This design comes from an exercise in tuning for small area on the open sky130 flow, not from production work. Only simulation tests tie the RTL to the original design; equivalence was not proved.

Design top, start of the top module:
module top (
    input  wire          CLK100MHZ,
    input  wire          CPU_RESETN,
    input  wire   [15:0] SW,
    output logic  [15:0] LED,
    input  wire          BTNC,
    input  wire          BTNU,
    input  wire          BTNL,
    input  wire          BTNR,
    input  wire          BTND,
    output logic  [ 7:0] AN,
    output logic         CA,
    output logic         CB,
    output logic         CC,
    output logic         CD,
    output logic         CE,
    output logic         CF,
    output logic         CG,
    output logic         DP,
    output logic         LED16_B,
    output logic         LED16_G,
    output logic         LED16_R,
    output logic         LED17_B,
    output logic         LED17_G,
    output logic         LED17_R
);
  assign {LED16_B, LED16_G, LED16_R, LED17_B, LED17_G, LED17_R} = 6'b000000;
  wire rst = ~CPU_RESETN;
  wire clk;
  sys_pll u_sys_pll (
      .clk_in1 (CLK100MHZ),
      .clk_out1(clk)
  );
  logic rise_c, rise_u, rise_l, rise_r, rise_d;
  logic [15:0] SW_DEB;
  ...
Size in the first run: roughly 1700 cells after synthesis, about 61 I/O pins, about 12000 sq um of cells after synthesis.
clock: 20.0 ns
lec_check: 0
abc_area: 1
cap_margin: 5
core_margin: 2
core_utilization: 40
place_density: 0.62
slew_margin: 5
standard.sh (not shown) runs the stock make flow with config.mk's settings and CLKGATE_MAP_FILE= SYNTH_SCRIPT=/design/flow/synth_recipe.tcl, a recipe that flattens the netlist after the stock synthesis.
==> flow/flow/run.sh <==
#!/bin/bash
# Own layout flow: the standard flow, except that
#  - synthesis maps the logic with an area-oriented ABC script (deepsyn,
#    then amap) and
#    without extract_fa's adder cells, which ABC cannot restructure;
#    registers come out of the same synthesis steps as the standard
#    synthesis, so their names and cell types are unchanged;
#  - ports are buffered with the smallest buffer;
#  - the clock tree uses small clock buffers and no dummy loads.
# Each step's full output goes to a log file here.
set -euo pipefail
here=$(pwd)
CTS_BUF=${CTS_BUF:-sky130_fd_sc_hd__clkbuf_8}
rm -rf "$here/scripts_area"
cp -r "$FLOW_HOME/scripts" "$here/scripts_area"
cp "$here/flow/abc_area.script" "$here/scripts_area/abc_area.script"
bash standard.sh SCRIPTS_DIR="$here/scripts_area" ADDER_MAP_FILE= synth > "$here/synth.log" 2>&1
export BUFFER_PORTS_ARGS="-buffer_cell sky130_fd_sc_hd__buf_1"
export CTS_ARGS="-sink_clustering_enable -repair_clock_nets -dont_use_dummy_load -buf_list $CTS_BUF"
bash standard.sh > "$here/layout.log" 2>&1
test -f "$here/out/final.def"
==> flow/flow/abc_area.script <==
strash
&get -n
&deepsyn -T 60
&put
dch -f
amap
topo
The starting point finished with timing, DRC and antenna clean.
==> next run, changes <==
--- a/flow/flow/run.sh
+++ b/flow/flow/run.sh
@@ -13 +13 @@
-CTS_BUF=${CTS_BUF:-sky130_fd_sc_hd__clkbuf_8}
+CTS_BUF=${CTS_BUF:-sky130_fd_sc_hd__clkbuf_16}
@@ -19 +19 @@
-export CTS_ARGS="-sink_clustering_enable -repair_clock_nets -dont_use_dummy_load -buf_list $CTS_BUF"
+export CTS_ARGS="-sink_clustering_enable -repair_clock_nets -dont_use_dummy_load -buf_list $CTS_BUF -sink_clustering_size 40 -sink_clustering_max_diameter 120"
- CAP_MARGIN: 5 -> 20
- SLEW_MARGIN: 5 -> 20
What happened: Wire length rose by 0.57%. Via count stays flat. Worst setup slack gets better by 0.0070 ns. Hold slack stays flat. Die area does not change. Flip-flop and latch count stays the same. Synthesized area stays the same. Maximum frequency stays flat. Global-route usage barely changes. Cell area rose by about 1.5%.
==> next run, changes <==
--- a/flow/flow/run.sh
+++ b/flow/flow/run.sh
@@ -13 +13 @@
-CTS_BUF=${CTS_BUF:-sky130_fd_sc_hd__clkbuf_16}
+CTS_BUF=${CTS_BUF:-sky130_fd_sc_hd__clkbuf_8}
@@ -19 +19 @@
-export CTS_ARGS="-sink_clustering_enable -repair_clock_nets -dont_use_dummy_load -buf_list $CTS_BUF -sink_clustering_size 40 -sink_clustering_max_diameter 120"
+export CTS_ARGS="-sink_clustering_enable -repair_clock_nets -dont_use_dummy_load -buf_list $CTS_BUF"
==> flow/flow/abc_area.script (replaced) <==
strash
&get -n
&deepsyn -T 60
&put
dch
amap -F 5 -A 16
topo
- CORE_UTILIZATION: 40 -> 55
- PLACE_DENSITY: 0.62 -> 0.72
The changed run ran to the end with no violations.
Worst setup slack loses 1.1 ns.
Via count rises by 2.2%.
Worst hold slack gains 0.014 ns.
Core utilization rises by 16 points.
Clock skew rises by 0.028 ns.
First-iteration DRC count rises by 41%.
Routed wire length rises by 3.6%.
==> next run, changes <==
--- a/flow/flow/run.sh
+++ b/flow/flow/run.sh
@@ -19 +19 @@
-export CTS_ARGS="-sink_clustering_enable -repair_clock_nets -dont_use_dummy_load -buf_list $CTS_BUF"
+export CTS_ARGS="-sink_clustering_enable -repair_clock_nets -dont_use_dummy_load -buf_list $CTS_BUF -sink_clustering_size 30 -sink_clustering_max_diameter 100"
==> flow/flow/abc_area.script (replaced) <==
strash
&get -n
&deepsyn -T 60
&put
dch -f
amap
topo
- CORE_UTILIZATION: 55 -> 40
- PLACE_DENSITY: 0.72 -> 0.62
After rerunning: The new run produced a clean layout; register-to-register slack improves by 1.1 ns; global-route usage fell by 9.0 points; maximum frequency rose by about 8%; hold slack degrades by 0.013 ns; final area rose by about 2.2%; utilization fell by 16 points; wire length fell by about 4%; sequential share of layout area fell by 0.70 points; non-clock buffer count is unchanged; synthesized area rose by about 1.1%.

## re-timing with driven ports
In the flow no input, the clock included, has a driving cell. The finished layouts below were timed again as built, in two steps. Step 1 (the two cells are an assumption about what drives the block):
set clk [get_ports {CLK100MHZ}]
set_driving_cell -lib_cell sky130_fd_sc_hd__clkbuf_16 $clk
set_driving_cell -lib_cell sky130_fd_sc_hd__buf_2 [delete_from_list [all_inputs] $clk]
Step 2 also shifts input and output timing later by t, the mid clock arrival at the registers, as if the neighbouring blocks saw the same clock. Three values: ideal ports, drivers, drivers and shift; two values: the first two.
run | t, ns | setup slack, ns | worst slew at a driven data input, ns | pins driven straight from the clock port
the first run | 0.518 | 5.720 / 5.720 / 5.720 | 0.04 | 1
the second run | 0.482 | 5.727 / 5.727 / 5.727 | 0.04 | 1
the third run | 0.478 | 4.578 / 4.578 / 4.578 | 0.05 | 1
the fourth run | 0.518 | 5.720 / 5.720 / 5.720 | 0.04 | 1
After both steps setup and hold are still met in every run listed.
